Source: an optimization exercise on an open RTL-to-GDS flow (aim: small area and a short achievable clock period). Production flows keep margins and buffers that such runs may drop. Function was not checked in any run shown here: the RTL went through the layout flow alone. No activity file was given, so power comes from the tool's default toggle rates.

## flow/design.v (module list and top-level ports; edited modules follow where they fit)
// module alu: 898 lines
module alu(FPUCLK, RST, A, B, CTRL, OUT);
  // ...
==> flow/flow/run.sh <==
#!/bin/bash
set -euo pipefail
cd "$(dirname "$0")/.."
export BUFFER_PORTS_ARGS="-buffer_cell sky130_fd_sc_hd__buf_2"
bash standard.sh > standard_flow.log 2>&1
==> flow/standard.sh <==
#!/bin/bash
# synth_recipe.tcl (not shown) runs the flow's synth.tcl, then flattens the netlist and writes it again
# the make line also repeats each setting of config.mk as NAME=value (left out here)
make -C /OpenROAD-flow-scripts/flow DESIGN_CONFIG=/design/flow/config.mk WORK_HOME=/design/flow/orfs CLKGATE_MAP_FILE= SYNTH_SCRIPT=/design/flow/synth_recipe.tcl "${@:-finish}"
==> flow/config.mk <==
export PLATFORM = sky130hd
export DESIGN_NAME = alu
export DESIGN_NICKNAME = alu
export VERILOG_FILES = /design/flow/design.v
export SDC_FILE = /design/flow/constraint.sdc
export NUM_CORES = 4
export LEC_CHECK = 0
export ABC_AREA = 1
export CAP_MARGIN = 20
export CELL_PAD_IN_SITES_DETAIL_PLACEMENT = 1
export CORE_MARGIN = 2
export CORE_UTILIZATION = 35
export SETUP_SLACK_MARGIN = 4
export SLEW_MARGIN = 20
export TNS_END_PERCENT = 5
==> flow/constraint.sdc <==
create_clock -name core_clock -period 7.0 [get_ports {FPUCLK}]
set_input_delay 1.4000 -clock core_clock [delete_from_list [all_inputs] [get_ports {FPUCLK}]]
set_output_delay 1.4000 -clock core_clock [all_outputs]
set_load 0.01 [all_outputs]
==> results.yml, run 1 <==
status:
  outcome: "finished clean"
worst_setup_path:
  path_buf_inv: 5
  rr_startpoint: "mb[14]"
  cp-startpoint: "mb[14]"
  max_stage_delay_ns: 0.33
  r2r_slack_ns: 3.54
floorplanning:
  die_area_mm2: 0.06383
  row_count: 91
  floorplan.initialDensity_pct: 35.26
synthesis:
  synthAdderAreaFrac_pct: 7.031
  yosys.cell_types.count: 63
  synth.most_common_cell: "nand2_1"
  ys_warn_count: 1
  synth_simple_gate_area_share_pct: 36.01
  synth_area_mm2: 0.02164
  syn_avg_cell_area_um2: 6.115
  synth-edff-count: 0
timing:
  period_needed_ns: 3.459
  hold_violations: 0
  worst-slew-pin-transition_ns: 0.9730
  post-route-period-util_pct: 49.41
clock_tree:
  cts_max_path_buffers: 3
  clock_sink_count: 232
  cts_resized: 157
hold_path:
  min_to: "r3_e[5]"
  hold_path_class: "flip-flop to flip-flop"
power_and_ir_drop:
  p_clk_share_pct: 15.2
  p_int_mw: 4.936
  ir_worst_vdd_v: 0.0002055
  sequentialPowerShare_pct: 21.2
cells_and_area:
  seq_share_pct: 18.68
  synthToLayoutAreaGrowth_pct: 21.46
  multi_input_area_share_pct: 59.48
  post-route-util_pct: 42.83
  largest_register_ffs: 71
  final_cell_mix: "nand2_1, inv_1, nand3_1"
placed_design:
  gp_congestion: 0.9493
global_route:
  grt_start_max_net_pins: 72
  grt_pass1_vias: 24870
  grtUsageMet1_pct: 31.89
  met3_usage_pct: 4.851
routing:
  wl_met2_mm: 42.86
  wl_met1_mm: 36.07
  met3WireLength_mm: 7.806
  num_vias: 25870
==> module alu, before the edit <==
module alu(FPUCLK, RST, A, B, CTRL, OUT);
  input FPUCLK, RST;
  input [31:0] A, B;
  input [2:0] CTRL;
  output [31:0] OUT;
  wire s1, c2, x3, s4, c5, x6, s7, c8, s9, c10, x11, s12, c13, x14, s15, c16, x17, s18, c19, s20, c21, x22, s23, c24, x25, s26, c27, x28, s29, c30, s31, c32, x33, s34, c35, x36, s37, c38, x39, s40, c41, x42, s43, c44, x45, s46, c47, x48, s49, c50, x51, s52, c53, x54, s55, c56, x57, s58, c59, x60, s61, c62, x63, s64, c65, x66, s67, c68, x69, s70, c71, s72, c73, x74, s75, c76, x77, s78, c79, x80, s81, c82, x83, s84, c85, x86, s87, c88, s89, c90, x91, s92, c93, x94, s95, c96, x97, s98, c99, x100, s101, c102, x103, s104, c105, x106, s107, c108, x109, s110, c111, x112, s113, c114, x115, s116, c117, x118, s119, c120, x121, s122, c123, x124, s125, c126, x127, s128, c129, x130, s131, c132, x133, s134, c135, x136, s137, c138, x139, s140, c141, x142, s143, c144, x145, s146, c147, x148, s149, c150, x151, s152, c153, x154, s155, c156, x157, s158, c159, x160, s161, c162, x163, s164, c165, x166, s167, c168, x169, s170, c171, x172, s173, c174, x175, s176, c177, x178, s179, c180, x181, s182, c183, x184, s185, c186, x187, s188, c189, x190, s191, c192, x193, s194, c195, x196, s197, c198, x199, s200, c201, x202, s203, c204, x205, s206, c207, x208, s209, c210, x211, s212, c213, x214, s215, c216, x217, s218, c219, x220, s221, c222, x223, s224, c225, x226, s227, c228, x229, s230, c231, s232, c233, x234, s235, c236, x237, s238, c239, x240, s241, c242, x243, s244, c245, x246, s247, c248, x249, s250, c251, x252, s253, c254, x255, s256, c257, x258, s259, c260, x261, s262, c263, x264, s265, c266, x267, s268, c269, x270, s271, c272, x273, s274, c275, x276, s277, c278, x279, s280, c281, x282, s283, c284, x285, s286, c287, x288, s289, c290, x291, s292, c293, x294, s295, c296, x297, s298, c299, x300, s301, c302, x303, s304, c305, x306, s307, c308, x309, s310, c311, x312, s313, c314, x315, s316, c317, x318, s319, c320, x321, s322, c323, x324, s325, c326, x327, s328, c329, x330, s331, c332, x333, s334, c335, x336, s337, c338, x339, s340, c341, x342, s343, c344, x345, s346, c347, x348, s349, c350, x351, s352, c353, x354, s355, c356, x357, s358, c359, x360, s361, c362, x363, s364, c365, x366, s367, c368, x369, s370, c371, x372, s373, c374, s375, c376, x377, s378, c379, x380, s381, c382, s383, c384, x385, s386, c387, x388, s389, c390, x391, s392, c393, x394, s395, c396, x397, s398, c399, x400, s401, c402, x403, s404, c405, x406, s407, c408, x409, s410, c411, x412, s413, c414, x415, s416, c417, x418, s419, c420, x421, s422, c423, x424, s425, c426, x427, s428, c429, x430, s431, c432, x433, s434, c435, x436, s437, c438, x439, s440, c441, x442, s443, c444, x445, s446, c447, x448, s449, c450, x451, s452, c453, x454, s455, c456, x457, s458, c459, x460, s461, c462, x463, s464, c465, x466, s467, c468, x469, s470, c471, x472, s473, c474, x475, s476, c477, x478, s479, c480, x481, s482, c483, x484, s485, c486, x487, s488, c489, x490, s491, c492, x493, s494, c495, x496, s497, c498, x499, s500, c501, x502, s503, c504, x505, s506, c507, x508, s509, c510, x511, s512, c513, x514, s515, c516, x517, s518, c519, x520, s521, c522, x523, s524, c525, x526, s527, c528, x529, s530, c531, x532, s533, c534, s535, c536, x537, s538, c539, x540, s541, c542, x543, s544, c545, x546, s547, c548, x549, s550, c551, x552, s553, c554, x555, s556, c557, x558, s559, c560, x561, s562, c563, x564, s565, c566, x567, s568, c569, x570, s571, c572, x573, s574, c575, x576, s577, c578, x579, s580, c581, x582, s583, c584, x585, s586, c587, x588, s589, c590, x591, s592, c593, x594, s595, c596, x597, s598, c599, x600, s601, c602, x603, s604, c605, x606, s607, c608, x609, s610, c611, x612, s613, c614, x615, s616, c617, x618, s619, c620, x621, s622, c623, x624, s625, c626, x627, s628, c629, x630, s631, c632, x633, s634, c635, x636, s637, c638, x639, s640, c641, x642, s643, c644, x645, s646, c647, s648, c649, x650, s651, c652, x653, s654, c655, x656, s657, c658, x659, s660, c661, x662, s663, c664, x665, s666, c667, x668, s669, c670, x671, s672, c673, x674, s675, c676, x677, s678, c679, x680, s681, c682, x683, s684, c685, x686, s687, c688, x689, s690, c691, x692, s693, c694, x695, s696, c697, x698, s699, c700, x701, s702, c703, x704, s705, c706, x707, s708, c709, x710, s711, c712, s713, c714, x715, s716, c717, x718, s719, c720, x721, s722, c723, x724, s725, c726, x727, s728, c729, x730, s731, c732, x733, s734, c735, x736, s737, c738, x739, s740, c741, x742, s743, c744, x745, s746, c747, x748, s749, c750, x751, s752, c753, x754, s755, c756, x757, s758, c759, x760, s761, c762, x763, s764, c765, x766, s767, c768, x769, s770, c771, x772, s773, c774, x775, s776, c777, x778, s779, c780, x781;
  wire mul0 = CTRL[1], sub0 = CTRL[0];
  wire sa = A[31], sb = B[31];
  wire [7:0] ea = A[30:23], eb = B[30:23];
  wire [22:0] fa = A[22:0], fb = B[22:0];
  wire a_inf = &ea, b_inf = &eb;
  wire a_zero = ~|A, b_zero = ~|B;
  wire [7:0] dab = ea - eb;
  wire [7:0] dba = eb - ea;
  wire d_zero = (ea == eb);
  wire f_lt = (fa < fb);
  wire sp_b = a_zero;             
  wire sp_a = ~a_zero & b_zero;   
  wire sel_b = sp_b | (~sp_a & (dab[7] | (d_zero & f_lt)));
  wire [7:0] sh = dab[7] ? dba : dab;
  wire sh_big = (sh > 8'd23) | sp_a | sp_b;
  wire swap = ~mul0 & sel_b;
  wire eff_sub = sa ^ sb ^ sub0;
  wire inf_s_add = a_inf ? sa : sb;
  wire [7:0] e_mul = ea + eb + 8'h81;
  wire s_mul = sa ^ sb;
  reg [22:0] ma, mb;        
  reg r1_swap, r1_mul, r1_sub, r1_shbig, r1_sa, r1_sb, r1_inf, r1_zero;
  reg [4:0] r1_sh;
  reg [7:0] r1_ea, r1_eb;
  always @(posedge FPUCLK) begin
    ma <= fa;
    mb <= fb;
    r1_swap <= swap;
    r1_mul <= mul0;
    r1_sub <= ~mul0 & eff_sub;
    r1_shbig <= sh_big;
    r1_sh <= sh[4:0];
    r1_ea <= mul0 ? e_mul : ea;
    r1_eb <= eb;
    r1_sa <= mul0 ? s_mul : ((a_inf | b_inf) ? inf_s_add : sa);
    r1_sb <= (a_inf | b_inf) ? inf_s_add : (sp_b ? (sb | sub0) : (sb ^ sub0));
    r1_inf <= a_inf | b_inf;
    r1_zero <= mul0 & (a_zero | b_zero);
  end
  wire [22:0] xa = r1_swap ? mb : ma;
  wire [22:0] xb = r1_swap ? ma : mb;
  wire [23:0] big = {1'b1, xa};
  wire [23:0] sh0 = r1_shbig ? 24'd0 : {1'b1, xb};
  wire [23:0] sh1 = r1_sh[0] ? {1'b0, sh0[23:1]} : sh0;
  wire [23:0] sh2 = r1_sh[1] ? {2'b0, sh1[23:2]} : sh1;
  wire [23:0] sh3 = r1_sh[2] ? {4'b0, sh2[23:4]} : sh2;
  wire [23:0] sh4 = r1_sh[3] ? {8'b0, sh3[23:8]} : sh3;
  wire [23:0] sml = r1_sh[4] ? {16'b0, sh4[23:16]} : sh4;
  wire [23:0] smx = sml ^ {24{r1_sub}};
  assign x3 = mb[0] ^ (ma[22] & mb[1]);
  assign s1 = x3 ^ (ma[21] & mb[2]);
  assign c2 = x3 ? (ma[21] & mb[2]) : mb[0];
  assign x6 = (ma[20] & mb[3]) ^ (ma[19] & mb[4]);
  assign s4 = x6 ^ (ma[18] & mb[5]);
  assign c5 = x6 ? (ma[18] & mb[5]) : (ma[20] & mb[3]);
  assign s7 = (ma[17] & mb[6]) ^ (ma[16] & mb[7]);
  assign c8 = (ma[17] & mb[6]) & (ma[16] & mb[7]);
  assign x11 = mb[1] ^ (ma[22] & mb[2]);
  assign s9 = x11 ^ (ma[21] & mb[3]);
  assign c10 = x11 ? (ma[21] & mb[3]) : mb[1];
  assign x14 = (ma[20] & mb[4]) ^ (ma[19] & mb[5]);
  assign s12 = x14 ^ (ma[18] & mb[6]);
  assign c13 = x14 ? (ma[18] & mb[6]) : (ma[20] & mb[4]);
  assign x17 = (ma[17] & mb[7]) ^ (ma[16] & mb[8]);
  assign s15 = x17 ^ (ma[15] & mb[9]);
  assign c16 = x17 ? (ma[15] & mb[9]) : (ma[17] & mb[7]);
  assign s18 = (ma[14] & mb[10]) ^ (ma[13] & mb[11]);
  assign c19 = (ma[14] & mb[10]) & (ma[13] & mb[11]);
  assign x22 = mb[2] ^ (ma[22] & mb[3]);
  assign s20 = x22 ^ (ma[21] & mb[4]);
  assign c21 = x22 ? (ma[21] & mb[4]) : mb[2];
  assign x25 = (ma[20] & mb[5]) ^ (ma[19] & mb[6]);
  assign s23 = x25 ^ (ma[18] & mb[7]);
  assign c24 = x25 ? (ma[18] & mb[7]) : (ma[20] & mb[5]);
  assign x28 = (ma[17] & mb[8]) ^ (ma[16] & mb[9]);
  assign s26 = x28 ^ (ma[15] & mb[10]);
  assign c27 = x28 ? (ma[15] & mb[10]) : (ma[17] & mb[8]);
  assign s29 = (ma[14] & mb[11]) ^ (ma[13] & mb[12]);
  assign c30 = (ma[14] & mb[11]) & (ma[13] & mb[12]);
  assign x33 = mb[3] ^ (ma[22] & mb[4]);
  assign s31 = x33 ^ (ma[21] & mb[5]);
  assign c32 = x33 ? (ma[21] & mb[5]) : mb[3];
  assign x36 = (ma[20] & mb[6]) ^ (ma[19] & mb[7]);
  assign s34 = x36 ^ (ma[18] & mb[8]);
  assign c35 = x36 ? (ma[18] & mb[8]) : (ma[20] & mb[6]);
  assign x39 = (ma[17] & mb[9]) ^ (ma[16] & mb[10]);
  assign s37 = x39 ^ (ma[15] & mb[11]);
  assign c38 = x39 ? (ma[15] & mb[11]) : (ma[17] & mb[9]);
  assign x42 = mb[4] ^ (ma[22] & mb[5]);
  assign s40 = x42 ^ (ma[21] & mb[6]);
  assign c41 = x42 ? (ma[21] & mb[6]) : mb[4];
  assign x45 = (ma[20] & mb[7]) ^ (ma[19] & mb[8]);
  assign s43 = x45 ^ (ma[18] & mb[9]);
  assign c44 = x45 ? (ma[18] & mb[9]) : (ma[20] & mb[7]);
  assign x48 = mb[5] ^ (ma[22] & mb[6]);
  assign s46 = x48 ^ (ma[21] & mb[7]);
  assign c47 = x48 ? (ma[21] & mb[7]) : mb[5];
  assign x51 = s1 ^ s4;
  assign s49 = x51 ^ s7;
  assign c50 = x51 ? s7 : s1;
  assign x54 = (ma[15] & mb[8]) ^ (ma[14] & mb[9]);
  assign s52 = x54 ^ (ma[13] & mb[10]);
  assign c53 = x54 ? (ma[13] & mb[10]) : (ma[15] & mb[8]);
  assign x57 = (ma[12] & mb[11]) ^ (ma[11] & mb[12]);
  assign s55 = x57 ^ (ma[10] & mb[13]);
  assign c56 = x57 ? (ma[10] & mb[13]) : (ma[12] & mb[11]);
  assign x60 = s9 ^ s12;
  assign s58 = x60 ^ s15;
  assign c59 = x60 ? s15 : s9;
  assign x63 = s18 ^ (ma[12] & mb[12]);
  assign s61 = x63 ^ (ma[11] & mb[13]);
  assign c62 = x63 ? (ma[11] & mb[13]) : s18;
  assign x66 = (ma[10] & mb[14]) ^ (ma[9] & mb[15]);
  assign s64 = x66 ^ (ma[8] & mb[16]);
  assign c65 = x66 ? (ma[8] & mb[16]) : (ma[10] & mb[14]);
  assign x69 = (ma[7] & mb[17]) ^ (ma[6] & mb[18]);
  assign s67 = x69 ^ (ma[5] & mb[19]);
  assign c68 = x69 ? (ma[5] & mb[19]) : (ma[7] & mb[17]);
  assign s70 = (ma[4] & mb[20]) ^ (ma[3] & mb[21]);
  assign c71 = (ma[4] & mb[20]) & (ma[3] & mb[21]);
  assign x74 = s20 ^ s23;
  assign s72 = x74 ^ s26;
  assign c73 = x74 ? s26 : s20;
  assign x77 = s29 ^ (ma[12] & mb[13]);
  assign s75 = x77 ^ (ma[11] & mb[14]);
  assign c76 = x77 ? (ma[11] & mb[14]) : s29;
  assign x80 = (ma[10] & mb[15]) ^ (ma[9] & mb[16]);
  assign s78 = x80 ^ (ma[8] & mb[17]);
  assign c79 = x80 ? (ma[8] & mb[17]) : (ma[10] & mb[15]);
  assign x83 = (ma[7] & mb[18]) ^ (ma[6] & mb[19]);
  assign s81 = x83 ^ (ma[5] & mb[20]);
  assign c82 = x83 ? (ma[5] & mb[20]) : (ma[7] & mb[18]);
  assign x86 = (ma[4] & mb[21]) ^ (ma[3] & mb[22]);
  assign s84 = x86 ^ ma[2];
  assign c85 = x86 ? ma[2] : (ma[4] & mb[21]);
  assign s87 = c10 ^ c13;
  assign c88 = c10 & c13;
  assign x91 = s31 ^ s34;
  assign s89 = x91 ^ s37;
  assign c90 = x91 ? s37 : s31;
  assign x94 = (ma[14] & mb[12]) ^ (ma[13] & mb[13]);
  assign s92 = x94 ^ (ma[12] & mb[14]);
  assign c93 = x94 ? (ma[12] & mb[14]) : (ma[14] & mb[12]);
  assign x97 = (ma[11] & mb[15]) ^ (ma[10] & mb[16]);
  assign s95 = x97 ^ (ma[9] & mb[17]);
  assign c96 = x97 ? (ma[9] & mb[17]) : (ma[11] & mb[15]);
  assign x100 = (ma[8] & mb[18]) ^ (ma[7] & mb[19]);
  assign s98 = x100 ^ (ma[6] & mb[20]);
  assign c99 = x100 ? (ma[6] & mb[20]) : (ma[8] & mb[18]);
  assign x103 = (ma[5] & mb[21]) ^ (ma[4] & mb[22]);
  assign s101 = x103 ^ ma[3];
  assign c102 = x103 ? ma[3] : (ma[5] & mb[21]);
  assign x106 = c21 ^ c24;
  assign s104 = x106 ^ c27;
  assign c105 = x106 ? c27 : c21;
  assign x109 = s40 ^ s43;
  assign s107 = x109 ^ (ma[17] & mb[10]);
  assign c108 = x109 ? (ma[17] & mb[10]) : s40;
  assign x112 = (ma[16] & mb[11]) ^ (ma[15] & mb[12]);
  assign s110 = x112 ^ (ma[14] & mb[13]);
  assign c111 = x112 ? (ma[14] & mb[13]) : (ma[16] & mb[11]);
  assign x115 = (ma[13] & mb[14]) ^ (ma[12] & mb[15]);
  assign s113 = x115 ^ (ma[11] & mb[16]);
  assign c114 = x115 ? (ma[11] & mb[16]) : (ma[13] & mb[14]);
  assign x118 = (ma[10] & mb[17]) ^ (ma[9] & mb[18]);
  assign s116 = x118 ^ (ma[8] & mb[19]);
  assign c117 = x118 ? (ma[8] & mb[19]) : (ma[10] & mb[17]);
  assign x121 = (ma[7] & mb[20]) ^ (ma[6] & mb[21]);
  assign s119 = x121 ^ (ma[5] & mb[22]);
  assign c120 = x121 ? (ma[5] & mb[22]) : (ma[7] & mb[20]);
  assign x124 = ma[4] ^ c32;
  assign s122 = x124 ^ c35;
  assign c123 = x124 ? c35 : ma[4];
  assign x127 = s46 ^ (ma[20] & mb[8]);
  assign s125 = x127 ^ (ma[19] & mb[9]);
  assign c126 = x127 ? (ma[19] & mb[9]) : s46;
  assign x130 = (ma[18] & mb[10]) ^ (ma[17] & mb[11]);
  assign s128 = x130 ^ (ma[16] & mb[12]);
  assign c129 = x130 ? (ma[16] & mb[12]) : (ma[18] & mb[10]);
  assign x133 = (ma[15] & mb[13]) ^ (ma[14] & mb[14]);
  assign s131 = x133 ^ (ma[13] & mb[15]);
  assign c132 = x133 ? (ma[13] & mb[15]) : (ma[15] & mb[13]);
  assign x136 = (ma[12] & mb[16]) ^ (ma[11] & mb[17]);
  assign s134 = x136 ^ (ma[10] & mb[18]);
  assign c135 = x136 ? (ma[10] & mb[18]) : (ma[12] & mb[16]);
  assign x139 = (ma[9] & mb[19]) ^ (ma[8] & mb[20]);
  assign s137 = x139 ^ (ma[7] & mb[21]);
  assign c138 = x139 ? (ma[7] & mb[21]) : (ma[9] & mb[19]);
  assign x142 = (ma[6] & mb[22]) ^ ma[5];
  assign s140 = x142 ^ c41;
  assign c141 = x142 ? c41 : (ma[6] & mb[22]);
  assign x145 = mb[6] ^ (ma[22] & mb[7]);
  assign s143 = x145 ^ (ma[21] & mb[8]);
  assign c144 = x145 ? (ma[21] & mb[8]) : mb[6];
  assign x148 = (ma[20] & mb[9]) ^ (ma[19] & mb[10]);
  assign s146 = x148 ^ (ma[18] & mb[11]);
  assign c147 = x148 ? (ma[18] & mb[11]) : (ma[20] & mb[9]);
  assign x151 = (ma[17] & mb[12]) ^ (ma[16] & mb[13]);
  assign s149 = x151 ^ (ma[15] & mb[14]);
  assign c150 = x151 ? (ma[15] & mb[14]) : (ma[17] & mb[12]);
  assign x154 = (ma[14] & mb[15]) ^ (ma[13] & mb[16]);
  assign s152 = x154 ^ (ma[12] & mb[17]);
  assign c153 = x154 ? (ma[12] & mb[17]) : (ma[14] & mb[15]);
  assign x157 = (ma[11] & mb[18]) ^ (ma[10] & mb[19]);
  assign s155 = x157 ^ (ma[9] & mb[20]);
  assign c156 = x157 ? (ma[9] & mb[20]) : (ma[11] & mb[18]);
  assign x160 = (ma[8] & mb[21]) ^ (ma[7] & mb[22]);
  assign s158 = x160 ^ ma[6];
  assign c159 = x160 ? ma[6] : (ma[8] & mb[21]);
  assign x163 = mb[7] ^ (ma[22] & mb[8]);
  assign s161 = x163 ^ (ma[21] & mb[9]);
  assign c162 = x163 ? (ma[21] & mb[9]) : mb[7];
  assign x166 = (ma[20] & mb[10]) ^ (ma[19] & mb[11]);
  assign s164 = x166 ^ (ma[18] & mb[12]);
  assign c165 = x166 ? (ma[18] & mb[12]) : (ma[20] & mb[10]);
  assign x169 = (ma[17] & mb[13]) ^ (ma[16] & mb[14]);
  assign s167 = x169 ^ (ma[15] & mb[15]);
  assign c168 = x169 ? (ma[15] & mb[15]) : (ma[17] & mb[13]);
  assign x172 = (ma[14] & mb[16]) ^ (ma[13] & mb[17]);
  assign s170 = x172 ^ (ma[12] & mb[18]);
  assign c171 = x172 ? (ma[12] & mb[18]) : (ma[14] & mb[16]);
  assign x175 = (ma[11] & mb[19]) ^ (ma[10] & mb[20]);
  assign s173 = x175 ^ (ma[9] & mb[21]);
  assign c174 = x175 ? (ma[9] & mb[21]) : (ma[11] & mb[19]);
  assign x178 = mb[8] ^ (ma[22] & mb[9]);
  assign s176 = x178 ^ (ma[21] & mb[10]);
  assign c177 = x178 ? (ma[21] & mb[10]) : mb[8];
  assign x181 = (ma[20] & mb[11]) ^ (ma[19] & mb[12]);
  assign s179 = x181 ^ (ma[18] & mb[13]);
  assign c180 = x181 ? (ma[18] & mb[13]) : (ma[20] & mb[11]);
  assign x184 = (ma[17] & mb[14]) ^ (ma[16] & mb[15]);
  assign s182 = x184 ^ (ma[15] & mb[16]);
  assign c183 = x184 ? (ma[15] & mb[16]) : (ma[17] & mb[14]);
  assign x187 = (ma[14] & mb[17]) ^ (ma[13] & mb[18]);
  assign s185 = x187 ^ (ma[12] & mb[19]);
  assign c186 = x187 ? (ma[12] & mb[19]) : (ma[14] & mb[17]);
  assign x190 = mb[9] ^ (ma[22] & mb[10]);
  assign s188 = x190 ^ (ma[21] & mb[11]);
  assign c189 = x190 ? (ma[21] & mb[11]) : mb[9];
  assign x193 = (ma[20] & mb[12]) ^ (ma[19] & mb[13]);
  assign s191 = x193 ^ (ma[18] & mb[14]);
  assign c192 = x193 ? (ma[18] & mb[14]) : (ma[20] & mb[12]);
  assign x196 = (ma[17] & mb[15]) ^ (ma[16] & mb[16]);
  assign s194 = x196 ^ (ma[15] & mb[17]);
  assign c195 = x196 ? (ma[15] & mb[17]) : (ma[17] & mb[15]);
  assign x199 = mb[10] ^ (ma[22] & mb[11]);
  assign s197 = x199 ^ (ma[21] & mb[12]);
  assign c198 = x199 ? (ma[21] & mb[12]) : mb[10];
  assign x202 = (ma[20] & mb[13]) ^ (ma[19] & mb[14]);
  assign s200 = x202 ^ (ma[18] & mb[15]);
  assign c201 = x202 ? (ma[18] & mb[15]) : (ma[20] & mb[13]);
  assign x205 = mb[11] ^ (ma[22] & mb[12]);
  assign s203 = x205 ^ (ma[21] & mb[13]);
  assign c204 = x205 ? (ma[21] & mb[13]) : mb[11];
  assign x208 = s49 ^ s52;
  assign s206 = x208 ^ s55;
  assign c207 = x208 ? s55 : s49;
  assign x211 = (ma[9] & mb[14]) ^ (ma[8] & mb[15]);
  assign s209 = x211 ^ (ma[7] & mb[16]);
  assign c210 = x211 ? (ma[7] & mb[16]) : (ma[9] & mb[14]);
  assign x214 = s58 ^ s61;
  assign s212 = x214 ^ s64;
  assign c213 = x214 ? s64 : s58;
  assign x217 = s67 ^ s70;
  assign s215 = x217 ^ (ma[2] & mb[22]);
  assign c216 = x217 ? (ma[2] & mb[22]) : s67;
  assign x220 = ma[1] ^ c2;
  assign s218 = x220 ^ c5;
  assign c219 = x220 ? c5 : ma[1];
  assign x223 = s72 ^ s75;
  assign s221 = x223 ^ s78;
  assign c222 = x223 ? s78 : s72;
  assign x226 = s81 ^ s84;
  assign s224 = x226 ^ s87;
  assign c225 = x226 ? s87 : s81;
  assign x229 = c16 ^ c19;
  assign s227 = x229 ^ c59;
  assign c228 = x229 ? c59 : c16;
  assign s230 = c62 ^ c65;
  assign c231 = c62 & c65;
  assign x234 = s89 ^ s92;
  assign s232 = x234 ^ s95;
  assign c233 = x234 ? s95 : s89;
  assign x237 = s98 ^ s101;
  assign s235 = x237 ^ s104;
  assign c236 = x237 ? s104 : s98;
  assign x240 = c30 ^ c73;
  assign s238 = x240 ^ c76;
  assign c239 = x240 ? c76 : c30;
  assign x243 = c79 ^ c82;
  assign s241 = x243 ^ c85;
  assign c242 = x243 ? c85 : c79;
  assign x246 = s107 ^ s110;
  assign s244 = x246 ^ s113;
  assign c245 = x246 ? s113 : s107;
  assign x249 = s116 ^ s119;
  assign s247 = x249 ^ s122;
  assign c248 = x249 ? s122 : s116;
  assign x252 = c38 ^ c90;
  assign s250 = x252 ^ c93;
  assign c251 = x252 ? c93 : c38;
  assign x255 = c96 ^ c99;
  assign s253 = x255 ^ c102;
  assign c254 = x255 ? c102 : c96;
  assign x258 = s125 ^ s128;
  assign s256 = x258 ^ s131;
  assign c257 = x258 ? s131 : s125;
  assign x261 = s134 ^ s137;
  assign s259 = x261 ^ s140;
  assign c260 = x261 ? s140 : s134;
  assign x264 = c44 ^ c108;
  assign s262 = x264 ^ c111;
  assign c263 = x264 ? c111 : c44;
  assign x267 = c114 ^ c117;
  assign s265 = x267 ^ c120;
  assign c266 = x267 ? c120 : c114;
  assign x270 = s143 ^ s146;
  assign s268 = x270 ^ s149;
  assign c269 = x270 ? s149 : s143;
  assign x273 = s152 ^ s155;
  assign s271 = x273 ^ s158;
  assign c272 = x273 ? s158 : s152;
  assign x276 = c47 ^ c126;
  assign s274 = x276 ^ c129;
  assign c275 = x276 ? c129 : c47;
  assign x279 = c132 ^ c135;
  assign s277 = x279 ^ c138;
  assign c278 = x279 ? c138 : c132;
  assign x282 = s161 ^ s164;
  assign s280 = x282 ^ s167;
  assign c281 = x282 ? s167 : s161;
  assign x285 = s170 ^ s173;
  assign s283 = x285 ^ (ma[8] & mb[22]);
  assign c284 = x285 ? (ma[8] & mb[22]) : s170;
  assign x288 = ma[7] ^ c144;
  assign s286 = x288 ^ c147;
  assign c287 = x288 ? c147 : ma[7];
  assign x291 = c150 ^ c153;
  assign s289 = x291 ^ c156;
  assign c290 = x291 ? c156 : c150;
  assign x294 = s176 ^ s179;
  assign s292 = x294 ^ s182;
  assign c293 = x294 ? s182 : s176;
  assign x297 = s185 ^ (ma[11] & mb[20]);
  assign s295 = x297 ^ (ma[10] & mb[21]);
  assign c296 = x297 ? (ma[10] & mb[21]) : s185;
  assign x300 = (ma[9] & mb[22]) ^ ma[8];
  assign s298 = x300 ^ c162;
  assign c299 = x300 ? c162 : (ma[9] & mb[22]);
  assign x303 = c165 ^ c168;
  assign s301 = x303 ^ c171;
  assign c302 = x303 ? c171 : c165;
  assign x306 = s188 ^ s191;
  assign s304 = x306 ^ s194;
  assign c305 = x306 ? s194 : s188;
  assign x309 = (ma[14] & mb[18]) ^ (ma[13] & mb[19]);
  assign s307 = x309 ^ (ma[12] & mb[20]);
  assign c308 = x309 ? (ma[12] & mb[20]) : (ma[14] & mb[18]);
  assign x312 = (ma[11] & mb[21]) ^ (ma[10] & mb[22]);
  assign s310 = x312 ^ ma[9];
  assign c311 = x312 ? ma[9] : (ma[11] & mb[21]);
  assign x315 = c177 ^ c180;
  assign s313 = x315 ^ c183;
  assign c314 = x315 ? c183 : c177;
  assign x318 = s197 ^ s200;
  assign s316 = x318 ^ (ma[17] & mb[16]);
  assign c317 = x318 ? (ma[17] & mb[16]) : s197;
  assign x321 = (ma[16] & mb[17]) ^ (ma[15] & mb[18]);
  assign s319 = x321 ^ (ma[14] & mb[19]);
  assign c320 = x321 ? (ma[14] & mb[19]) : (ma[16] & mb[17]);
  assign x324 = (ma[13] & mb[20]) ^ (ma[12] & mb[21]);
  assign s322 = x324 ^ (ma[11] & mb[22]);
  assign c323 = x324 ? (ma[11] & mb[22]) : (ma[13] & mb[20]);
  assign x327 = ma[10] ^ c189;
  assign s325 = x327 ^ c192;
  assign c326 = x327 ? c192 : ma[10];
  assign x330 = s203 ^ (ma[20] & mb[14]);
  assign s328 = x330 ^ (ma[19] & mb[15]);
  assign c329 = x330 ? (ma[19] & mb[15]) : s203;
  assign x333 = (ma[18] & mb[16]) ^ (ma[17] & mb[17]);
  assign s331 = x333 ^ (ma[16] & mb[18]);
  assign c332 = x333 ? (ma[16] & mb[18]) : (ma[18] & mb[16]);
  assign x336 = (ma[15] & mb[19]) ^ (ma[14] & mb[20]);
  assign s334 = x336 ^ (ma[13] & mb[21]);
  assign c335 = x336 ? (ma[13] & mb[21]) : (ma[15] & mb[19]);
  assign x339 = (ma[12] & mb[22]) ^ ma[11];
  assign s337 = x339 ^ c198;
  assign c338 = x339 ? c198 : (ma[12] & mb[22]);
  assign x342 = mb[12] ^ (ma[22] & mb[13]);
  assign s340 = x342 ^ (ma[21] & mb[14]);
  assign c341 = x342 ? (ma[21] & mb[14]) : mb[12];
  assign x345 = (ma[20] & mb[15]) ^ (ma[19] & mb[16]);
  assign s343 = x345 ^ (ma[18] & mb[17]);
  assign c344 = x345 ? (ma[18] & mb[17]) : (ma[20] & mb[15]);
  assign x348 = (ma[17] & mb[18]) ^ (ma[16] & mb[19]);
  assign s346 = x348 ^ (ma[15] & mb[20]);
  assign c347 = x348 ? (ma[15] & mb[20]) : (ma[17] & mb[18]);
  assign x351 = (ma[14] & mb[21]) ^ (ma[13] & mb[22]);
  assign s349 = x351 ^ ma[12];
  assign c350 = x351 ? ma[12] : (ma[14] & mb[21]);
  assign x354 = mb[13] ^ (ma[22] & mb[14]);
  assign s352 = x354 ^ (ma[21] & mb[15]);
  assign c353 = x354 ? (ma[21] & mb[15]) : mb[13];
  assign x357 = (ma[20] & mb[16]) ^ (ma[19] & mb[17]);
  assign s355 = x357 ^ (ma[18] & mb[18]);
  assign c356 = x357 ? (ma[18] & mb[18]) : (ma[20] & mb[16]);
  assign x360 = (ma[17] & mb[19]) ^ (ma[16] & mb[20]);
  assign s358 = x360 ^ (ma[15] & mb[21]);
  assign c359 = x360 ? (ma[15] & mb[21]) : (ma[17] & mb[19]);
  assign x363 = mb[14] ^ (ma[22] & mb[15]);
  assign s361 = x363 ^ (ma[21] & mb[16]);
  assign c362 = x363 ? (ma[21] & mb[16]) : mb[14];
  assign x366 = (ma[20] & mb[17]) ^ (ma[19] & mb[18]);
  assign s364 = x366 ^ (ma[18] & mb[19]);
  assign c365 = x366 ? (ma[18] & mb[19]) : (ma[20] & mb[17]);
  assign x369 = mb[15] ^ (ma[22] & mb[16]);
  assign s367 = x369 ^ (ma[21] & mb[17]);
  assign c368 = x369 ? (ma[21] & mb[17]) : mb[15];
  assign x372 = s206 ^ s209;
  assign s370 = x372 ^ (ma[6] & mb[17]);
  assign c371 = x372 ? (ma[6] & mb[17]) : s206;
  assign s373 = (ma[5] & mb[18]) ^ (ma[4] & mb[19]);
  assign c374 = (ma[5] & mb[18]) & (ma[4] & mb[19]);
  assign x377 = s212 ^ s215;
  assign s375 = x377 ^ s218;
  assign c376 = x377 ? s218 : s212;
  assign x380 = c8 ^ c50;
  assign s378 = x380 ^ c53;
  assign c379 = x380 ? c53 : c8;
  assign s381 = c56 ^ c207;
  assign c382 = c56 & c207;
  assign x385 = s221 ^ s224;
  assign s383 = x385 ^ s227;
  assign c384 = x385 ? s227 : s221;
  assign x388 = s230 ^ c68;
  assign s386 = x388 ^ c71;
  assign c387 = x388 ? c71 : s230;
  assign x391 = c213 ^ c216;
  assign s389 = x391 ^ c219;
  assign c390 = x391 ? c219 : c213;
  assign x394 = s232 ^ s235;
  assign s392 = x394 ^ s238;
  assign c393 = x394 ? s238 : s232;
  assign x397 = s241 ^ c88;
  assign s395 = x397 ^ c222;
  assign c396 = x397 ? c222 : s241;
  assign x400 = c225 ^ c228;
  assign s398 = x400 ^ c231;
  assign c399 = x400 ? c231 : c225;
  assign x403 = s244 ^ s247;
  assign s401 = x403 ^ s250;
  assign c402 = x403 ? s250 : s244;
  assign x406 = s253 ^ c105;
  assign s404 = x406 ^ c233;
  assign c405 = x406 ? c233 : s253;
  assign x409 = c236 ^ c239;
  assign s407 = x409 ^ c242;
  assign c408 = x409 ? c242 : c236;
  assign x412 = s256 ^ s259;
  assign s410 = x412 ^ s262;
  assign c411 = x412 ? s262 : s256;
  assign x415 = s265 ^ c123;
  assign s413 = x415 ^ c245;
  assign c414 = x415 ? c245 : s265;
  assign x418 = c248 ^ c251;
  assign s416 = x418 ^ c254;
  assign c417 = x418 ? c254 : c248;
  assign x421 = s268 ^ s271;
  assign s419 = x421 ^ s274;
  assign c420 = x421 ? s274 : s268;
  assign x424 = s277 ^ c141;
  assign s422 = x424 ^ c257;
  assign c423 = x424 ? c257 : s277;
  assign x427 = c260 ^ c263;
  assign s425 = x427 ^ c266;
  assign c426 = x427 ? c266 : c260;
  assign x430 = s280 ^ s283;
  assign s428 = x430 ^ s286;
  assign c429 = x430 ? s286 : s280;
  assign x433 = s289 ^ c159;
  assign s431 = x433 ^ c269;
  assign c432 = x433 ? c269 : s289;
  assign x436 = c272 ^ c275;
  assign s434 = x436 ^ c278;
  assign c435 = x436 ? c278 : c272;
  assign x439 = s292 ^ s295;
  assign s437 = x439 ^ s298;
  assign c438 = x439 ? s298 : s292;
  assign x442 = s301 ^ c174;
  assign s440 = x442 ^ c281;
  assign c441 = x442 ? c281 : s301;
  assign x445 = c284 ^ c287;
  assign s443 = x445 ^ c290;
  assign c444 = x445 ? c290 : c284;
  assign x448 = s304 ^ s307;
  assign s446 = x448 ^ s310;
  assign c447 = x448 ? s310 : s304;
  assign x451 = s313 ^ c186;
  assign s449 = x451 ^ c293;
  assign c450 = x451 ? c293 : s313;
  assign x454 = c296 ^ c299;
  assign s452 = x454 ^ c302;
  assign c453 = x454 ? c302 : c296;
  assign x457 = s316 ^ s319;
  assign s455 = x457 ^ s322;
  assign c456 = x457 ? s322 : s316;
  assign x460 = s325 ^ c195;
  assign s458 = x460 ^ c305;
  assign c459 = x460 ? c305 : s325;
  assign x463 = c308 ^ c311;
  assign s461 = x463 ^ c314;
  assign c462 = x463 ? c314 : c308;
  assign x466 = s328 ^ s331;
  assign s464 = x466 ^ s334;
  assign c465 = x466 ? s334 : s328;
  assign x469 = s337 ^ c201;
  assign s467 = x469 ^ c317;
  assign c468 = x469 ? c317 : s337;
  assign x472 = c320 ^ c323;
  assign s470 = x472 ^ c326;
  assign c471 = x472 ? c326 : c320;
  assign x475 = s340 ^ s343;
  assign s473 = x475 ^ s346;
  assign c474 = x475 ? s346 : s340;
  assign x478 = s349 ^ c204;
  assign s476 = x478 ^ c329;
  assign c477 = x478 ? c329 : s349;
  assign x481 = c332 ^ c335;
  assign s479 = x481 ^ c338;
  assign c480 = x481 ? c338 : c332;
  assign x484 = s352 ^ s355;
  assign s482 = x484 ^ s358;
  assign c483 = x484 ? s358 : s352;
  assign x487 = (ma[14] & mb[22]) ^ ma[13];
  assign s485 = x487 ^ c341;
  assign c486 = x487 ? c341 : (ma[14] & mb[22]);
  assign x490 = c344 ^ c347;
  assign s488 = x490 ^ c350;
  assign c489 = x490 ? c350 : c344;
  assign x493 = s361 ^ s364;
  assign s491 = x493 ^ (ma[17] & mb[20]);
  assign c492 = x493 ? (ma[17] & mb[20]) : s361;
  assign x496 = (ma[16] & mb[21]) ^ (ma[15] & mb[22]);
  assign s494 = x496 ^ ma[14];
  assign c495 = x496 ? ma[14] : (ma[16] & mb[21]);
  assign x499 = c353 ^ c356;
  assign s497 = x499 ^ c359;
  assign c498 = x499 ? c359 : c353;
  assign x502 = s367 ^ (ma[20] & mb[18]);
  assign s500 = x502 ^ (ma[19] & mb[19]);
  assign c501 = x502 ? (ma[19] & mb[19]) : s367;
  assign x505 = (ma[18] & mb[20]) ^ (ma[17] & mb[21]);
  assign s503 = x505 ^ (ma[16] & mb[22]);
  assign c504 = x505 ? (ma[16] & mb[22]) : (ma[18] & mb[20]);
  assign x508 = ma[15] ^ c362;
  assign s506 = x508 ^ c365;
  assign c507 = x508 ? c365 : ma[15];
  assign x511 = mb[16] ^ (ma[22] & mb[17]);
  assign s509 = x511 ^ (ma[21] & mb[18]);
  assign c510 = x511 ? (ma[21] & mb[18]) : mb[16];
  assign x514 = (ma[20] & mb[19]) ^ (ma[19] & mb[20]);
  assign s512 = x514 ^ (ma[18] & mb[21]);
  assign c513 = x514 ? (ma[18] & mb[21]) : (ma[20] & mb[19]);
  assign x517 = (ma[17] & mb[22]) ^ ma[16];
  assign s515 = x517 ^ c368;
  assign c516 = x517 ? c368 : (ma[17] & mb[22]);
  assign x520 = mb[17] ^ (ma[22] & mb[18]);
  assign s518 = x520 ^ (ma[21] & mb[19]);
  assign c519 = x520 ? (ma[21] & mb[19]) : mb[17];
  assign x523 = (ma[20] & mb[20]) ^ (ma[19] & mb[21]);
  assign s521 = x523 ^ (ma[18] & mb[22]);
  assign c522 = x523 ? (ma[18] & mb[22]) : (ma[20] & mb[20]);
  assign x526 = mb[18] ^ (ma[22] & mb[19]);
  assign s524 = x526 ^ (ma[21] & mb[20]);
  assign c525 = x526 ? (ma[21] & mb[20]) : mb[18];
  assign x529 = s370 ^ s373;
  assign s527 = x529 ^ (ma[3] & mb[20]);
  assign c528 = x529 ? (ma[3] & mb[20]) : s370;
  assign x532 = s375 ^ s378;
  assign s530 = x532 ^ s381;
  assign c531 = x532 ? s381 : s375;
  assign s533 = c210 ^ c371;
  assign c534 = c210 & c371;
  assign x537 = s383 ^ s386;
  assign s535 = x537 ^ s389;
  assign c536 = x537 ? s389 : s383;
  assign x540 = c376 ^ c379;
  assign s538 = x540 ^ c382;
  assign c539 = x540 ? c382 : c376;
  assign x543 = s392 ^ s395;
  assign s541 = x543 ^ s398;
  assign c542 = x543 ? s398 : s392;
  assign x546 = c384 ^ c387;
  assign s544 = x546 ^ c390;
  assign c545 = x546 ? c390 : c384;
  assign x549 = s401 ^ s404;
  assign s547 = x549 ^ s407;
  assign c548 = x549 ? s407 : s401;
  assign x552 = c393 ^ c396;
  assign s550 = x552 ^ c399;
  assign c551 = x552 ? c399 : c393;
  assign x555 = s410 ^ s413;
  assign s553 = x555 ^ s416;
  assign c554 = x555 ? s416 : s410;
  assign x558 = c402 ^ c405;
  assign s556 = x558 ^ c408;
  assign c557 = x558 ? c408 : c402;
  assign x561 = s419 ^ s422;
  assign s559 = x561 ^ s425;
  assign c560 = x561 ? s425 : s419;
  assign x564 = c411 ^ c414;
  assign s562 = x564 ^ c417;
  assign c563 = x564 ? c417 : c411;
  assign x567 = s428 ^ s431;
  assign s565 = x567 ^ s434;
  assign c566 = x567 ? s434 : s428;
  assign x570 = c420 ^ c423;
  assign s568 = x570 ^ c426;
  assign c569 = x570 ? c426 : c420;
  assign x573 = s437 ^ s440;
  assign s571 = x573 ^ s443;
  assign c572 = x573 ? s443 : s437;
  assign x576 = c429 ^ c432;
  assign s574 = x576 ^ c435;
  assign c575 = x576 ? c435 : c429;
  assign x579 = s446 ^ s449;
  assign s577 = x579 ^ s452;
  assign c578 = x579 ? s452 : s446;
  assign x582 = c438 ^ c441;
  assign s580 = x582 ^ c444;
  assign c581 = x582 ? c444 : c438;
  assign x585 = s455 ^ s458;
  assign s583 = x585 ^ s461;
  assign c584 = x585 ? s461 : s455;
  assign x588 = c447 ^ c450;
  assign s586 = x588 ^ c453;
  assign c587 = x588 ? c453 : c447;
  assign x591 = s464 ^ s467;
  assign s589 = x591 ^ s470;
  assign c590 = x591 ? s470 : s464;
  assign x594 = c456 ^ c459;
  assign s592 = x594 ^ c462;
  assign c593 = x594 ? c462 : c456;
  assign x597 = s473 ^ s476;
  assign s595 = x597 ^ s479;
  assign c596 = x597 ? s479 : s473;
  assign x600 = c465 ^ c468;
  assign s598 = x600 ^ c471;
  assign c599 = x600 ? c471 : c465;
  assign x603 = s482 ^ s485;
  assign s601 = x603 ^ s488;
  assign c602 = x603 ? s488 : s482;
  assign x606 = c474 ^ c477;
  assign s604 = x606 ^ c480;
  assign c605 = x606 ? c480 : c474;
  assign x609 = s491 ^ s494;
  assign s607 = x609 ^ s497;
  assign c608 = x609 ? s497 : s491;
  assign x612 = c483 ^ c486;
  assign s610 = x612 ^ c489;
  assign c611 = x612 ? c489 : c483;
  assign x615 = s500 ^ s503;
  assign s613 = x615 ^ s506;
  assign c614 = x615 ? s506 : s500;
  assign x618 = c492 ^ c495;
  assign s616 = x618 ^ c498;
  assign c617 = x618 ? c498 : c492;
  assign x621 = s509 ^ s512;
  assign s619 = x621 ^ s515;
  assign c620 = x621 ? s515 : s509;
  assign x624 = c501 ^ c504;
  assign s622 = x624 ^ c507;
  assign c623 = x624 ? c507 : c501;
  assign x627 = s518 ^ s521;
  assign s625 = x627 ^ ma[17];
  assign c626 = x627 ? ma[17] : s518;
  assign x630 = c510 ^ c513;
  assign s628 = x630 ^ c516;
  assign c629 = x630 ? c516 : c510;
  assign x633 = s524 ^ (ma[20] & mb[21]);
  assign s631 = x633 ^ (ma[19] & mb[22]);
  assign c632 = x633 ? (ma[19] & mb[22]) : s524;
  assign x636 = ma[18] ^ c519;
  assign s634 = x636 ^ c522;
  assign c635 = x636 ? c522 : ma[18];
  assign x639 = mb[19] ^ (ma[22] & mb[20]);
  assign s637 = x639 ^ (ma[21] & mb[21]);
  assign c638 = x639 ? (ma[21] & mb[21]) : mb[19];
  assign x642 = (ma[20] & mb[22]) ^ ma[19];
  assign s640 = x642 ^ c525;
  assign c641 = x642 ? c525 : (ma[20] & mb[22]);
  assign x645 = mb[20] ^ (ma[22] & mb[21]);
  assign s643 = x645 ^ (ma[21] & mb[22]);
  assign c644 = x645 ? (ma[21] & mb[22]) : mb[20];
  assign s646 = s527 ^ (ma[2] & mb[21]);
  assign c647 = s527 & (ma[2] & mb[21]);
  assign x650 = s530 ^ s533;
  assign s648 = x650 ^ c374;
  assign c649 = x650 ? c374 : s530;
  assign x653 = s535 ^ s538;
  assign s651 = x653 ^ c531;
  assign c652 = x653 ? c531 : s535;
  assign x656 = s541 ^ s544;
  assign s654 = x656 ^ c536;
  assign c655 = x656 ? c536 : s541;
  assign x659 = s547 ^ s550;
  assign s657 = x659 ^ c542;
  assign c658 = x659 ? c542 : s547;
  assign x662 = s553 ^ s556;
  assign s660 = x662 ^ c548;
  assign c661 = x662 ? c548 : s553;
  assign x665 = s559 ^ s562;
  assign s663 = x665 ^ c554;
  assign c664 = x665 ? c554 : s559;
  assign x668 = s565 ^ s568;
  assign s666 = x668 ^ c560;
  assign c667 = x668 ? c560 : s565;
  assign x671 = s571 ^ s574;
  assign s669 = x671 ^ c566;
  assign c670 = x671 ? c566 : s571;
  assign x674 = s577 ^ s580;
  assign s672 = x674 ^ c572;
  assign c673 = x674 ? c572 : s577;
  assign x677 = s583 ^ s586;
  assign s675 = x677 ^ c578;
  assign c676 = x677 ? c578 : s583;
  assign x680 = s589 ^ s592;
  assign s678 = x680 ^ c584;
  assign c679 = x680 ? c584 : s589;
  assign x683 = s595 ^ s598;
  assign s681 = x683 ^ c590;
  assign c682 = x683 ? c590 : s595;
  assign x686 = s601 ^ s604;
  assign s684 = x686 ^ c596;
  assign c685 = x686 ? c596 : s601;
  assign x689 = s607 ^ s610;
  assign s687 = x689 ^ c602;
  assign c688 = x689 ? c602 : s607;
  assign x692 = s613 ^ s616;
  assign s690 = x692 ^ c608;
  assign c691 = x692 ? c608 : s613;
  assign x695 = s619 ^ s622;
  assign s693 = x695 ^ c614;
  assign c694 = x695 ? c614 : s619;
  assign x698 = s625 ^ s628;
  assign s696 = x698 ^ c620;
  assign c697 = x698 ? c620 : s625;
  assign x701 = s631 ^ s634;
  assign s699 = x701 ^ c626;
  assign c700 = x701 ? c626 : s631;
  assign x704 = s637 ^ s640;
  assign s702 = x704 ^ c632;
  assign c703 = x704 ? c632 : s637;
  assign x707 = s643 ^ ma[20];
  assign s705 = x707 ^ c638;
  assign c706 = x707 ? c638 : s643;
  assign x710 = mb[21] ^ (ma[22] & mb[22]);
  assign s708 = x710 ^ ma[21];
  assign c709 = x710 ? ma[21] : mb[21];
  reg [70:0] r2_m;
  reg [7:0] r2_e;
  reg r2_mul, r2_sub, r2_s, r2_inf, r2_zero;
  always @(posedge FPUCLK) begin
    r2_m <= {(r1_mul ? 1'b0 : smx[23]), (r1_mul ? 1'b0 : big[23]), (r1_mul & c709), (r1_mul ? ma[22] : smx[22]), (r1_mul ? mb[22] : big[22]), (r1_mul & c706), (r1_mul ? c644 : smx[21]), (r1_mul ? s708 : big[21]), (r1_mul & c703), (r1_mul ? c641 : smx[20]), (r1_mul ? s705 : big[20]), (r1_mul & c700), (r1_mul ? c635 : smx[19]), (r1_mul ? s702 : big[19]), (r1_mul & c697), (r1_mul ? c629 : smx[18]), (r1_mul ? s699 : big[18]), (r1_mul & c694), (r1_mul ? c623 : smx[17]), (r1_mul ? s696 : big[17]), (r1_mul & c691), (r1_mul ? c617 : smx[16]), (r1_mul ? s693 : big[16]), (r1_mul & c688), (r1_mul ? c611 : smx[15]), (r1_mul ? s690 : big[15]), (r1_mul & c685), (r1_mul ? c605 : smx[14]), (r1_mul ? s687 : big[14]), (r1_mul & c682), (r1_mul ? c599 : smx[13]), (r1_mul ? s684 : big[13]), (r1_mul & c679), (r1_mul ? c593 : smx[12]), (r1_mul ? s681 : big[12]), (r1_mul & c676), (r1_mul ? c587 : smx[11]), (r1_mul ? s678 : big[11]), (r1_mul & c673), (r1_mul ? c581 : smx[10]), (r1_mul ? s675 : big[10]), (r1_mul & c670), (r1_mul ? c575 : smx[9]), (r1_mul ? s672 : big[9]), (r1_mul & c667), (r1_mul ? c569 : smx[8]), (r1_mul ? s669 : big[8]), (r1_mul & c664), (r1_mul ? c563 : smx[7]), (r1_mul ? s666 : big[7]), (r1_mul & c661), (r1_mul ? c557 : smx[6]), (r1_mul ? s663 : big[6]), (r1_mul & c658), (r1_mul ? c551 : smx[5]), (r1_mul ? s660 : big[5]), (r1_mul & c655), (r1_mul ? c545 : smx[4]), (r1_mul ? s657 : big[4]), (r1_mul & c652), (r1_mul ? c539 : smx[3]), (r1_mul ? s654 : big[3]), (r1_mul & c649), (r1_mul ? c534 : smx[2]), (r1_mul ? s651 : big[2]), (r1_mul & c647), (r1_mul ? c528 : smx[1]), (r1_mul ? s648 : big[1]), (r1_mul ? ma[0] : r1_sub), (r1_mul ? (ma[1] & mb[22]) : smx[0]), (r1_mul ? s646 : big[0])};
    r2_e <= r1_swap ? r1_eb : r1_ea;
    r2_mul <= r1_mul;
    r2_sub <= r1_sub;
    r2_s <= r1_swap ? r1_sb : r1_sa;
    r2_inf <= r1_inf;
    r2_zero <= r1_zero;
  end
  assign s711 = r2_m[0] ^ r2_m[1];
  assign c712 = r2_m[0] & r2_m[1];
  assign x715 = r2_m[3] ^ r2_m[4];
  assign s713 = x715 ^ r2_m[5];
  assign c714 = x715 ? r2_m[5] : r2_m[3];
  assign x718 = r2_m[6] ^ r2_m[7];
  assign s716 = x718 ^ r2_m[8];
  assign c717 = x718 ? r2_m[8] : r2_m[6];
  assign x721 = r2_m[9] ^ r2_m[10];
  assign s719 = x721 ^ r2_m[11];
  assign c720 = x721 ? r2_m[11] : r2_m[9];
  assign x724 = r2_m[12] ^ r2_m[13];
  assign s722 = x724 ^ r2_m[14];
  assign c723 = x724 ? r2_m[14] : r2_m[12];
  assign x727 = r2_m[15] ^ r2_m[16];
  assign s725 = x727 ^ r2_m[17];
  assign c726 = x727 ? r2_m[17] : r2_m[15];
  assign x730 = r2_m[18] ^ r2_m[19];
  assign s728 = x730 ^ r2_m[20];
  assign c729 = x730 ? r2_m[20] : r2_m[18];
  assign x733 = r2_m[21] ^ r2_m[22];
  assign s731 = x733 ^ r2_m[23];
  assign c732 = x733 ? r2_m[23] : r2_m[21];
  assign x736 = r2_m[24] ^ r2_m[25];
  assign s734 = x736 ^ r2_m[26];
  assign c735 = x736 ? r2_m[26] : r2_m[24];
  assign x739 = r2_m[27] ^ r2_m[28];
  assign s737 = x739 ^ r2_m[29];
  assign c738 = x739 ? r2_m[29] : r2_m[27];
  assign x742 = r2_m[30] ^ r2_m[31];
  assign s740 = x742 ^ r2_m[32];
  assign c741 = x742 ? r2_m[32] : r2_m[30];
  assign x745 = r2_m[33] ^ r2_m[34];
  assign s743 = x745 ^ r2_m[35];
  assign c744 = x745 ? r2_m[35] : r2_m[33];
  assign x748 = r2_m[36] ^ r2_m[37];
  assign s746 = x748 ^ r2_m[38];
  assign c747 = x748 ? r2_m[38] : r2_m[36];
  assign x751 = r2_m[39] ^ r2_m[40];
  assign s749 = x751 ^ r2_m[41];
  assign c750 = x751 ? r2_m[41] : r2_m[39];
  assign x754 = r2_m[42] ^ r2_m[43];
  assign s752 = x754 ^ r2_m[44];
  assign c753 = x754 ? r2_m[44] : r2_m[42];
  assign x757 = r2_m[45] ^ r2_m[46];
  assign s755 = x757 ^ r2_m[47];
  assign c756 = x757 ? r2_m[47] : r2_m[45];
  assign x760 = r2_m[48] ^ r2_m[49];
  assign s758 = x760 ^ r2_m[50];
  assign c759 = x760 ? r2_m[50] : r2_m[48];
  assign x763 = r2_m[51] ^ r2_m[52];
  assign s761 = x763 ^ r2_m[53];
  assign c762 = x763 ? r2_m[53] : r2_m[51];
  assign x766 = r2_m[54] ^ r2_m[55];
  assign s764 = x766 ^ r2_m[56];
  assign c765 = x766 ? r2_m[56] : r2_m[54];
  assign x769 = r2_m[57] ^ r2_m[58];
  assign s767 = x769 ^ r2_m[59];
  assign c768 = x769 ? r2_m[59] : r2_m[57];
  assign x772 = r2_m[60] ^ r2_m[61];
  assign s770 = x772 ^ r2_m[62];
  assign c771 = x772 ? r2_m[62] : r2_m[60];
  assign x775 = r2_m[63] ^ r2_m[64];
  assign s773 = x775 ^ r2_m[65];
  assign c774 = x775 ? r2_m[65] : r2_m[63];
  assign x778 = r2_m[66] ^ r2_m[67];
  assign s776 = x778 ^ r2_m[68];
  assign c777 = x778 ? r2_m[68] : r2_m[66];
  assign x781 = r2_m[69] ^ r2_m[70];
  assign s779 = x781 ^ r2_mul;
  assign c780 = x781 ? r2_mul : r2_m[69];
  wire [24:0] mrow0 = {c780, s779, s776, s773, s770, s767, s764, s761, s758, s755, s752, s749, s746, s743, s740, s737, s734, s731, s728, s725, s722, s719, s716, s713, s711};
  wire [24:0] mrow1 = {1'b0, c777, c774, c771, c768, c765, c762, c759, c756, c753, c750, c747, c744, c741, c738, c735, c732, c729, c726, c723, c720, c717, c714, c712, r2_m[2]};
  wire [24:0] msum = mrow0 + mrow1;
  wire [24:0] m3 = {msum[24] & ~r2_sub, msum[23:0]};
  reg [24:0] r3_m;
  reg [7:0] r3_e;
  reg r3_s, r3_inf, r3_zero;
  always @(posedge FPUCLK) begin
    r3_m <= m3;
    r3_e <= r2_e;
    r3_s <= r2_s;
    r3_inf <= r2_inf;
    r3_zero <= r2_zero;
  end
  reg [4:0] lz;
  integer i;
  always @(*) begin
    lz = 5'd24;
    for (i = 0; i < 24; i = i + 1)
      if (r3_m[i]) lz = 5'd23 - i;
  end
  wire [23:0] nsh = r3_m[23:0] << lz;
  wire m_zero = ~|r3_m;
  wire [22:0] frac = r3_m[24] ? r3_m[23:1] : nsh[22:0];
  wire [7:0] r3_e1 = r3_e + 8'd1;
  wire kill = r3_zero | m_zero;                  
  wire fixed = r3_inf | kill;                    
  wire [7:0] e_base = r3_inf ? 8'hff : kill ? 8'h00 : (r3_m[24] ? r3_e1 : r3_e);
  wire [4:0] e_dec = (fixed | r3_m[24]) ? 5'd0 : lz;
  wire [5:0] e_lo = {1'b0, e_base[4:0]} - {1'b0, e_dec};
  wire [2:0] e_hm1 = e_base[7:5] - 3'd1;
  reg r4_s, r4_b, r4_fx;
  reg [4:0] r4_lo;
  reg [2:0] r4_hi, r4_hm1;
  reg [22:0] r4_f;
  always @(posedge FPUCLK or negedge RST) begin
    if (!RST) begin
      r4_s <= 1'b0; r4_b <= 1'b0; r4_fx <= 1'b0; r4_lo <= 5'd0; r4_hi <= 3'd0; r4_hm1 <= 3'd0; r4_f <= 23'd0;
    end else begin
      r4_s <= r3_s & (r3_inf | ~kill);
      r4_b <= e_lo[5];
      r4_lo <= e_lo[4:0];
      r4_hi <= e_base[7:5];
      r4_hm1 <= e_hm1;
      r4_fx <= fixed;
      r4_f <= frac;
    end
  end
  assign OUT = {r4_s, r4_b ? r4_hm1 : r4_hi, r4_lo, r4_f & {23{~r4_fx}}};
endmodule
==> inputs of run 2 (changes only) <==
--- a/flow/design.v
+++ b/flow/design.v
@@ -10,23 +10,25 @@
   wire [22:0] fa = A[22:0], fb = B[22:0];
   wire a_inf = &ea, b_inf = &eb;
   wire a_zero = ~|A, b_zero = ~|B;
-  wire [7:0] dab = ea - eb;
-  wire [7:0] dba = eb - ea;
+  wire [7:0] ex = ea + (eb ^ {8{~mul0}}) + 8'd1;
+  wire [7:0] dab = ex;
+  wire neg = dab[7];
+  wire [6:0] u = dab[6:0] ^ {7{neg}};    
   wire d_zero = (ea == eb);
   wire f_lt = (fa < fb);
   wire sp_b = a_zero;             
   wire sp_a = ~a_zero & b_zero;   
   wire sel_b = sp_b | (~sp_a & (dab[7] | (d_zero & f_lt)));
-  wire [7:0] sh = dab[7] ? dba : dab;
-  wire sh_big = (sh > 8'd23) | sp_a | sp_b;
+  wire sh_big = (|u[6:5]) | (&u[4:3]) | (neg & (u[4:0] == 5'd23)) | sp_a | sp_b;
   wire swap = ~mul0 & sel_b;
   wire eff_sub = sa ^ sb ^ sub0;
   wire inf_s_add = a_inf ? sa : sb;
-  wire [7:0] e_mul = ea + eb + 8'h81;
+  wire [7:0] e_mul = ex ^ 8'h80;
   wire s_mul = sa ^ sb;
   reg [22:0] ma, mb;        
   reg r1_swap, r1_mul, r1_sub, r1_shbig, r1_sa, r1_sb, r1_inf, r1_zero;
   reg [4:0] r1_sh;
+  reg r1_neg;
   reg [7:0] r1_ea, r1_eb;
   always @(posedge FPUCLK) begin
     ma <= fa;
@@ -35,7 +37,8 @@
     r1_mul <= mul0;
     r1_sub <= ~mul0 & eff_sub;
     r1_shbig <= sh_big;
-    r1_sh <= sh[4:0];
+    r1_sh <= u[4:0];
+    r1_neg <= neg;
     r1_ea <= mul0 ? e_mul : ea;
     r1_eb <= eb;
     r1_sa <= mul0 ? s_mul : ((a_inf | b_inf) ? inf_s_add : sa);
@@ -51,7 +54,8 @@
   wire [23:0] sh2 = r1_sh[1] ? {2'b0, sh1[23:2]} : sh1;
   wire [23:0] sh3 = r1_sh[2] ? {4'b0, sh2[23:4]} : sh2;
   wire [23:0] sh4 = r1_sh[3] ? {8'b0, sh3[23:8]} : sh3;
-  wire [23:0] sml = r1_sh[4] ? {16'b0, sh4[23:16]} : sh4;
+  wire [23:0] sh5 = r1_sh[4] ? {16'b0, sh4[23:16]} : sh4;
+  wire [23:0] sml = r1_neg ? {1'b0, sh5[23:1]} : sh5;
   wire [23:0] smx = sml ^ {24{r1_sub}};
   assign x3 = mb[0] ^ (ma[22] & mb[1]);
   assign s1 = x3 ^ (ma[21] & mb[2]);
--- a/flow/config.mk
+++ b/flow/config.mk
@@ -5,7 +5,6 @@
 export SDC_FILE = /design/flow/constraint.sdc
 export NUM_CORES = 4
 export LEC_CHECK = 0
-export ABC_AREA = 1
 export CAP_MARGIN = 20
 export CELL_PAD_IN_SITES_DETAIL_PLACEMENT = 1
 export CORE_MARGIN = 2
==> run 2 against run 1 <==
Count of clock-buffer cells in the layout shrank 4. Sequential share of layout area increased by 1.4 points. Largest power group unchanged. Critical endpoint is now r3_m[24]. Highest routed layer is now met5. First-iteration DRC count decreased by 39%. Non-clock buffer count fell by 44. Register-to-register slack lost 0.15 ns. Via count fell by 25%. Design area shrank 6.1%. Total power grew 9.0%. Synthesized cell count decreased by 27%. Setup slack lost 0.15 ns. Die area is 1.4% lower. Largest cell class unchanged.
==> results.yml, run 2 <==
worst_setup_path:
  critPathKind: "flip-flop to flip-flop"
  crit_path_end_kind: "flip-flop"
  cp_max_fo: 3
  arrival_ns: 4.05
  cp-start-kind: "flip-flop"
  required_ns: 7.44
floorplanning:
  floorplan.initialDensity_pct: 35.40
  core_area_mm2: 0.06025
  die_area_mm2: 0.06292
  row_count: 90
  num_io_pins: 101
  die_h_um: 250.8
  die_w_um: 250.8
cells_and_area:
  fillers: 7111
  nets: 2814
  synthToLayoutAreaGrowth_pct: 15.77
  final_cell_mix: "xnor2_1, nand2_1, maj3_1"
  top_register: "r2_m"
  final_common_cell: "xnor2_1"
  multi_input_area_mm2: 0.01580
  drive_above_1_share_pct: 16.18
  largest_register_ffs: 71
  largestRegisters: "r2_m: 71 flops, r3_m: 25 flops"
  post-route-util_pct: 40.98
  seq_area_mm2: 0.004961
routing:
  first_pass_iters: 5
  postRouteAntennaNets: 0
  routedWlPerCell_um: 21.62
  totalWireLength_mm: 75.04
  via_per_inst: 5.603
  first_iter_violations: 1386
  drc_errors: 0
  num_vias: 19450
synthesis:
  ys_seq_area_share_pct: 22.74
  synth_mux_area_share_pct: 8.319
  ys_ff_latch: 233
  synth_area_mm2: 0.02133
  synth_compound_area_share_pct: 12.62
  yosys.cell_types.count: 68
  synth_top_cell_by_area: "dfxtp_1"
  syn-instance-count: 2589
  synth.top_cell.area_share_pct: 18.40
  synth_common_cells: "xnor2_1, nand2_1, dfxtp_1"
  synth_top_family_by_area: "XOR/XNOR gates"
  synth-edff-count: 0
  synth.area.top_cells: "dfxtp_1, xnor2_1, maj3_1"
  synth_async_sr_flop_share_pct: 15.88
  ys_warn_count: 1
  synth.most_common_cell: "xnor2_1"
  synth_xor_area_share_pct: 24.74
  synth_nets: 2733
  synthAdderAreaFrac_pct: 12.24
  synth_ff_type: "dfxtp_1"
  synth_simple_gate_area_share_pct: 14.46
  syn_avg_cell_area_um2: 8.237
global_route:
  grt_pass1_vias: 20460
  grt_start_max_net_pins: 59
  antenna_found_initial: 6
  grt_remaining_overflow: 0
  grt_pass1_wl_mm: 115.4
  grt_util_all_layers_pct: 23.10
timing:
  relSlewSlack_pct: 38.21
  maxSlewViolCount: 0
  rsz0062_at_grt: "true"
  hold_violations: 0
  setup_tns_ns: 0
  worst-slew-pin-transition_ns: 0.9269
  fin_skew_ns: 0.02123
  post-route-period-util_pct: 51.49
  setup_viol: 0
  period_needed_ns: 3.604
  max_clock_freq_mhz: 277.5
power_and_ir_drop:
  p_leak_nw: 10.05
  p_per_area_mw_per_mm2: 435.9
  ir_worst_vdd_v: 0.0002246
placed_design:
  gp_congestion: 0.8951
  port-buffer-count: 99
  hpwl_mm: 47.52
hold_path:
  hold_path_class: "flip-flop to flip-flop"
clock_tree:
  clkTransAtPathRegs_ns: 0.07
  cts_max_path_buffers: 3
  htreeDepth: 1
  cts-root-buf: "clkbuf_16"
  cts_buffers: 25
  cts_tree: "built"
  clock_latency_ns: 0.56
  clock_sink_count: 233
status:
  outcome: "finished clean"
job:
  timing.max_cap.violations: 0
## run 2: changes by cell type after synthesis, moves of 35 or more
| cell | before | now |
|---|---|---|
| inv_1 | 427 | 102 |
| o22ai_1 | 47 | 5 |
| nand2_1 | 1074 | 361 |
| xnor2_1 | 71 | 396 |
| maj3_1 | 27 | 158 |
| nor2_1 | 227 | 147 |
| or2_1 | 35 | 0 |
| nor2b_1 | 1 | 40 |
| mux2i_1 | 13 | 85 |
| mux2_2 | 3 | 40 |
| nand3_1 | 307 | 34 |
| nand4_1 | 79 | 15 |
| o21ai_0 | 191 | 131 |
## run 2: logic make-up after synthesis
| family | after synthesis |
|---|---|
| compound gates | 445 |
| xor+xnor | 563 |
| fa+ha+maj | 239 |
| mux | 146 |
| buf+inv | 259 |
| flops | 233 |
| simple gates | 704 |
## run 2: area by class of cell
cell class                 count  share of cell area [%]
antenna                        1                 0.01014
clock buffer                  33                   2.818
clock inverter                12                  0.4510
inverter                     103                   1.617
multi-input combinational   2097                   63.99
sequential                   233                   20.09
tap                          782                   3.963
timing repair buffer         210                   7.059
## run 2: power breakdown
group          switching [mW]  internal, mW  total (mW)
combinational            3.84          3.28        7.11
sequential              0.526          1.79        2.32
clock                   0.591         0.742        1.33
## run 2: through the flow
stage | power [mW] | area [µm²] | instances | setup WS, ns | hold slack [ns]
4_1_cts | 10.35 | 24420 | 3461 | 3.508 | 0.3277
3_5_place_dp | 8.701 | 22450 | 3343 | 2.818 | 0.3135
6_report | 10.76 | 24690 | 3471 | 3.396 | 0.3290
3_3_place_gp | 8.480 | 22450 | 3343 | 2.948 | 0.3097
5_1_grt | 11.48 | 24690 | 3470 | 3.275 | 0.3399
2_1_floorplan | 7.141 | 21430 | 2589 | 3.505 | 0.3096
## run 2: path summary, 6_finish.rpt
path	from	end	slack, ns	cells past startpoint
min in group asynchronous	RST	r4_f[19]	0.94	1
min	r2_zero	r3_zero	0.33	0
max in group asynchronous	RST	r4_s	5.54	1
min reg2reg	r2_zero	r3_zero	0.33	0
max reg2reg	r2_m[6]	r3_m[24]	3.40	15
max	r2_m[6]	r3_m[24]	3.40	15
## run 2: routing by layer
layer  up-vias  share of wire (%)  global-route usage [%]
met5         -              0.075                       0
met4        10                4.6                   10.37
met3       239                6.1                   3.375
met2       694                 48                   39.92
met1      9578                 41                   28.41
li1       8928                  -                       -
## run 2: what timing repair did
| item | 4_1_cts | 5_1_grt |
|---|---|---|
| buffers inserted | 66 | 8 |
| hold buffers | 0 | 0 |
| setup endpoints to repair | 128 | 120 |
| gates cloned | 7 | 1 |
| resized for setup | 116 | 44 |
| pin swaps | 42 | 35 |
## run 2: worst max-delay path: stages, from the launching register on
cell	delay, ns
dfxtp_1	0.35
xnor2_1	0.29
xnor2_2	0.18
ha_4	0.25
a21o_1	0.20
a21oi_2	0.17
o21bai_1	0.09
a21oi_2	0.24
o21bai_1	0.12
a31o_2	0.30
a2111oi_4	0.49
o21a_1	0.22
o21ai_2	0.09
a221oi_2	0.28
xor2_1	0.17
nor2_1	0.06

-- separate check: timing with driven ports --
The results above use ideal ports. As a check the final layouts listed here were re-extracted and re-timed, cells and wires unchanged.
Step 1 assumes that a clkbuf_16 drives the clock port and a buf_2 every other input.
Step 2 moves the port delays by t, midway between the first and last clock arrival at a register: inputs arrive t later, outputs are due t later. That takes back most of the time a late clock gives input paths.
a / b / c = ideal / step 1 / step 2; a / b = the first two.
| run | t, ns | setup WS [ns] | worst register clock-pin slew, ns | worst data-port slew with drivers (ns) | cell pins on the clock port's net |
|---|---|---|---|---|---|
| run 1 | 0.659 | 3.541 / 3.541 / 3.093 | 0.07 / 0.07 | 0.06 | 1 |
| run 2 | 0.609 | 3.396 / 3.396 / 3.030 | 0.07 / 0.07 | 0.06 | 1 |
After both steps setup and hold are still met in every run listed. For run 1, which loses most, drivers alone change the setup slack by 0.000 ns; drivers and shift together by -0.448 ns.
